Source: an optimization exercise on an open RTL-to-GDS flow (aim: small area, a short achievable clock period and few clock cycles per item). Production flows keep margins and buffers that such runs may drop. Only simulation tests tie the RTL to the original design; equivalence was not proved.

Design neural_network, start of the top module:
module neural_network
(
    input          clk_i,
    input          rstn_i,
    input   [63:0] data_in_i,
    input          fire_i,
    output  [15:0] prediction_o,
    output         done_o
);
clock: 10.0 ns
lec_check: 0
abc_area: 1
cap_margin: 20
core_margin: 2
core_utilization: 45
setup_slack_margin: 0.3
slew_margin: 20
synth_memory_max_bits: 65536
standard.sh (not shown) runs the stock make flow with config.mk's settings and CLKGATE_MAP_FILE= SYNTH_SCRIPT=/design/flow/synth_recipe.tcl, a recipe that flattens the netlist after the stock synthesis.
==> flow/flow/run.sh <==
#!/bin/bash
# The standard layout with two changes after the standard synthesis:
#  - the platform's delay cells (clkdlybuf4s*, dlygate4sd*, dlymetal6s*) are
#    added to its don't-use list, so the port buffers that placement inserts
#    are plain buffers rather than delay cells;
#  - sizing may swap a cell for one of another footprint
#    (MATCH_CELL_FOOTPRINT=0; the platform sets 1).
# Each step's output goes to its own log.
set -e
bash standard.sh synth > synth.log 2>&1
DU=$(sed -n '/^export DONT_USE_CELLS/,/^$/p' "$FLOW_HOME/platforms/sky130hd/config.mk" \
     | tr -d '\\' | tr -s ' \n' ' ' | sed 's/export DONT_USE_CELLS += //; s/#.*//')
for c in clkdlybuf4s15_1 clkdlybuf4s15_2 clkdlybuf4s18_1 clkdlybuf4s18_2 \
         clkdlybuf4s25_1 clkdlybuf4s25_2 clkdlybuf4s50_1 clkdlybuf4s50_2 \
         dlygate4sd1_1 dlygate4sd2_1 dlygate4sd3_1 \
         dlymetal6s2s_1 dlymetal6s4s_1 dlymetal6s6s_1; do
    DU="$DU sky130_fd_sc_hd__$c"
done
echo "DONT_USE_CELLS=$DU" > dont_use.log
bash standard.sh "DONT_USE_CELLS=$DU" MATCH_CELL_FOOTPRINT=0 finish > layout.log 2>&1
The first run completed without violations.
Testbench counts at the start, summed over its fixed seeds: cycles 2,048, items 2,048.
Rerun with:
- CORE_UTILIZATION: 45 -> 40
=> Area after synthesis stays the same. Cell area is about the same. Non-clock buffer count came out lower by 43.


== job 6702 ==
neural_network again, from the RTL that the note above started with.
Design neural_network, start of the top module:
module neural_network
(
    input          clk_i,
    input          rstn_i,
    input   [63:0] data_in_i,
    input          fire_i,
    output  [15:0] prediction_o,
    output         done_o
);
clock: 10.0 ns
lec_check: 0
abc_area: 1
cap_margin: 20
core_margin: 2
core_utilization: 45
setup_slack_margin: 0.6
slew_margin: 20
synth_memory_max_bits: 65536
Scripts as last shown in full above: flow/flow/run.sh
Testbench counts of job 6702, summed over its fixed seeds: cycles 2,048, items 2,048.
--- input diff job 6702..job 5970 ---
diff --git a/flow/config.mk b/flow/config.mk
--- a/flow/config.mk
+++ b/flow/config.mk
@@ -12 +12,2 @@
-export SETUP_SLACK_MARGIN = 0.6
+export GPL_TIMING_DRIVEN = 0
+export SETUP_SLACK_MARGIN = 0.3
Notes after the runs:
In terms of number of global-route vias before repair, job 6702 and job 5970 differ only marginally.
Comparing job 5970 against job 6702, there is no change at all in synthesized area per cell.
Comparing job 5970 and job 6702, number of buffer and inverter stages on the critical path is higher on job 6702.
The following lists how job 1935 was set up differently from job 5970:
diff --git a/flow/config.mk b/flow/config.mk
--- a/flow/config.mk
+++ b/flow/config.mk
@@ -12,2 +12 @@
-export GPL_TIMING_DRIVEN = 0
-export SETUP_SLACK_MARGIN = 0.3
+export SETUP_SLACK_MARGIN = 0.15
[summary]
- Job 1935 did not stop at any stage, and its layout met the timing, design-rule and antenna checks.
- Count of cells resized by post-cts repair (higher): job 5970
- Per the comparison of job 1935 with job 5970, peak clock frequency supported by timing up about 2%, number of vias in the routed layout down about 3.2%.
- From job 1935 to job 5970, synthesized instance count did not move at all.


== v50 ==
Another version of the RTL of neural_network (not shown whole).
Size: roughly 84 I/O pins.
Settings: LEC_CHECK=0, ABC_AREA=1, CAP_MARGIN=20, CORE_MARGIN=2, CORE_UTILIZATION=50, PLACE_DENSITY=0.68, SETUP_SLACK_MARGIN=1, SLEW_MARGIN=20, SYNTH_MEMORY_MAX_BITS=65536; clock period 10.0 ns.
Scripts as last shown in full above: flow/flow/run.sh
Testbench counts of v50, summed over its fixed seeds: cycles 2,048, items 2,048.
Relative to v50, the following input files were edited for v29:
# v50
export LEC_CHECK = 0
export ABC_AREA = 1
export CAP_MARGIN = 20
export CORE_MARGIN = 2
export CORE_UTILIZATION = 50
export PLACE_DENSITY = 0.68
export SETUP_SLACK_MARGIN = 1
export SLEW_MARGIN = 20
export SYNTH_MEMORY_MAX_BITS = 65536
create_clock -name core_clock -period 10.0 [get_ports {clk_i}]
# v29
export LEC_CHECK = 0
export ABC_AREA = 1
export CAP_MARGIN = 20
export CORE_MARGIN = 2
export CORE_UTILIZATION = 60
export PLACE_DENSITY = 0.75
export SETUP_SLACK_MARGIN = 0.5
export SLEW_MARGIN = 20
export SYNTH_MEMORY_MAX_BITS = 65536
create_clock -name core_clock -period 10.0 [get_ports {clk_i}]
[summary]
- Compared with v50, v29 shows a higher starting density of the core.
- v29 vs. v50: number of resized instances in the post-cts repair step moved down, number of placement rows moved down, cell area after placement moved down, area fraction in and, or, nand and nor cells after synthesis level.
- No final results exist for v29, since it was stopped by error GRT-0116 during global routing (5_1_grt).
### v29 -> v10
# v29
export LEC_CHECK = 0
export ABC_AREA = 1
export CAP_MARGIN = 20
export CORE_MARGIN = 2
export CORE_UTILIZATION = 60
export PLACE_DENSITY = 0.75
export SETUP_SLACK_MARGIN = 0.5
export SLEW_MARGIN = 20
export SYNTH_MEMORY_MAX_BITS = 65536
create_clock -name core_clock -period 10.0 [get_ports {clk_i}]
# v10
export LEC_CHECK = 0
export ABC_AREA = 1
export CAP_MARGIN = 20
export CORE_MARGIN = 2
export CORE_UTILIZATION = 60
export PLACE_DENSITY = 0.75
export SETUP_SLACK_MARGIN = 1
export SLEW_MARGIN = 20
export SYNTH_MEMORY_MAX_BITS = 65536
create_clock -name core_clock -period 10.0 [get_ports {clk_i}]
Findings:
Reported for v29 and v10, fraction of the mapped netlist area in simple logic gates turned out identical to the last digit. Buffer count from post-CTS setup fixing ends up lower on v29. v10: aborted in global routing (5_1_grt) (tool error). Comparing v10 against v29, there is no change at all in TritonCTS sink count. Between v10 and v29, the y dimension of the die does not differ in any meaningful way. As far as worst slack after detailed placement goes, v29 and v10 are indistinguishable; the numbers are identical.
[inputs] v41 vs v10
# v10
export LEC_CHECK = 0
export ABC_AREA = 1
export CAP_MARGIN = 20
export CORE_MARGIN = 2
export CORE_UTILIZATION = 60
export PLACE_DENSITY = 0.75
export SETUP_SLACK_MARGIN = 1
export SLEW_MARGIN = 20
export SYNTH_MEMORY_MAX_BITS = 65536
create_clock -name core_clock -period 10.0 [get_ports {clk_i}]
# v41
export LEC_CHECK = 0
export ABC_AREA = 1
export CAP_MARGIN = 20
export CORE_MARGIN = 2
export CORE_UTILIZATION = 45
export SETUP_SLACK_MARGIN = 1
export SLEW_MARGIN = 20
export SYNTH_MEMORY_MAX_BITS = 65536
create_clock -name core_clock -period 10.0 [get_ports {clk_i}]
==> run summary <==
v41 finished all stages; the layout is clean.
The post-CTS setup-driven buffer insertion count in v10 is 0.902 times that in v41.
Comparing v41 against v10, there is no change at all in clock net sink count.
Sort v10 and v41 by placed instance count, descending, and v41 comes first.
Taking v41 over v10, the die boundary width ratio works out to 1.15.
The following lists how v40 was set up differently from v41:
# v41
export LEC_CHECK = 0
export ABC_AREA = 1
export CAP_MARGIN = 20
export CORE_MARGIN = 2
export CORE_UTILIZATION = 45
export SETUP_SLACK_MARGIN = 1
export SLEW_MARGIN = 20
export SYNTH_MEMORY_MAX_BITS = 65536
create_clock -name core_clock -period 10.0 [get_ports {clk_i}]
# v40
export LEC_CHECK = 0
export ABC_AREA = 1
export CAP_MARGIN = 20
export CORE_MARGIN = 2
export CORE_UTILIZATION = 45
export SETUP_SLACK_MARGIN = 0.6
export SLEW_MARGIN = 20
export SYNTH_MEMORY_MAX_BITS = 65536
create_clock -name core_clock -period 10.0 [get_ports {clk_i}]
==> run summary <==
Per the comparison of v40 with v41, met2 capacity usage during global routing fell by 1.1 points; setup slack of the critical path after layout rose by 0.010 ns; buffer count from post-CTS setup fixing fell by 77. met1 demand-to-capacity share in global routing was lower in v40 than in v41. Cmp v41 and v40 / critical path depth / higher: v40.

==> static timing again, ports no longer ideal <==
No port has a modelled driver above. Below, the same layouts with a new extraction and two added sets of constraints. Step 1: set_driving_cell puts a clkbuf_16 on clk_i and a buf_2 on each other input, an assumption about the parent block. Step 2 moves the port delays by t, midway between the first and last clock arrival at a register: inputs arrive t later, outputs are due t later. That takes back most of the time a late clock gives input paths. a / b / c = no drivers / after step 1 / after step 2; a / b = the first two.
| run | t (ns) | setup slack, ns | clock arrival spread, ns | worst slew at a driven data input, ns | pins driven straight from the clock port |
|---|---|---|---|---|---|
| the first run of note 1 | 0.397 | 0.592 / 0.546 / 0.604 | 0.006 / 0.005 | 0.04 | 1 |
| the second run of note 1 | 0.394 | 0.538 / 0.486 / 0.589 | 0.012 / 0.012 | 0.05 | 1 |
| job 6702 | 0.398 | 0.745 / 0.697 / 0.816 | 0.005 / 0.006 | 0.04 | 1 |
| job 5970 | 0.388 | 0.244 / 0.196 / 0.422 | 0.008 / 0.007 | 0.09 | 1 |
| job 1935 | 0.400 | 0.440 / 0.392 / 0.587 | 0.006 / 0.006 | 0.04 | 1 |
| v50 | 0.391 | 0.767 / 0.723 / 1.052 | 0.007 / 0.007 | 0.04 | 1 |
| v41 | 0.421 | 0.673 / 0.624 / 1.045 | 0.054 / 0.053 | 0.04 | 1 |
| v40 | 0.420 | 0.683 / 0.634 / 0.845 | 0.053 / 0.053 | 0.04 | 1 |
After both steps every run listed still meets setup and hold.
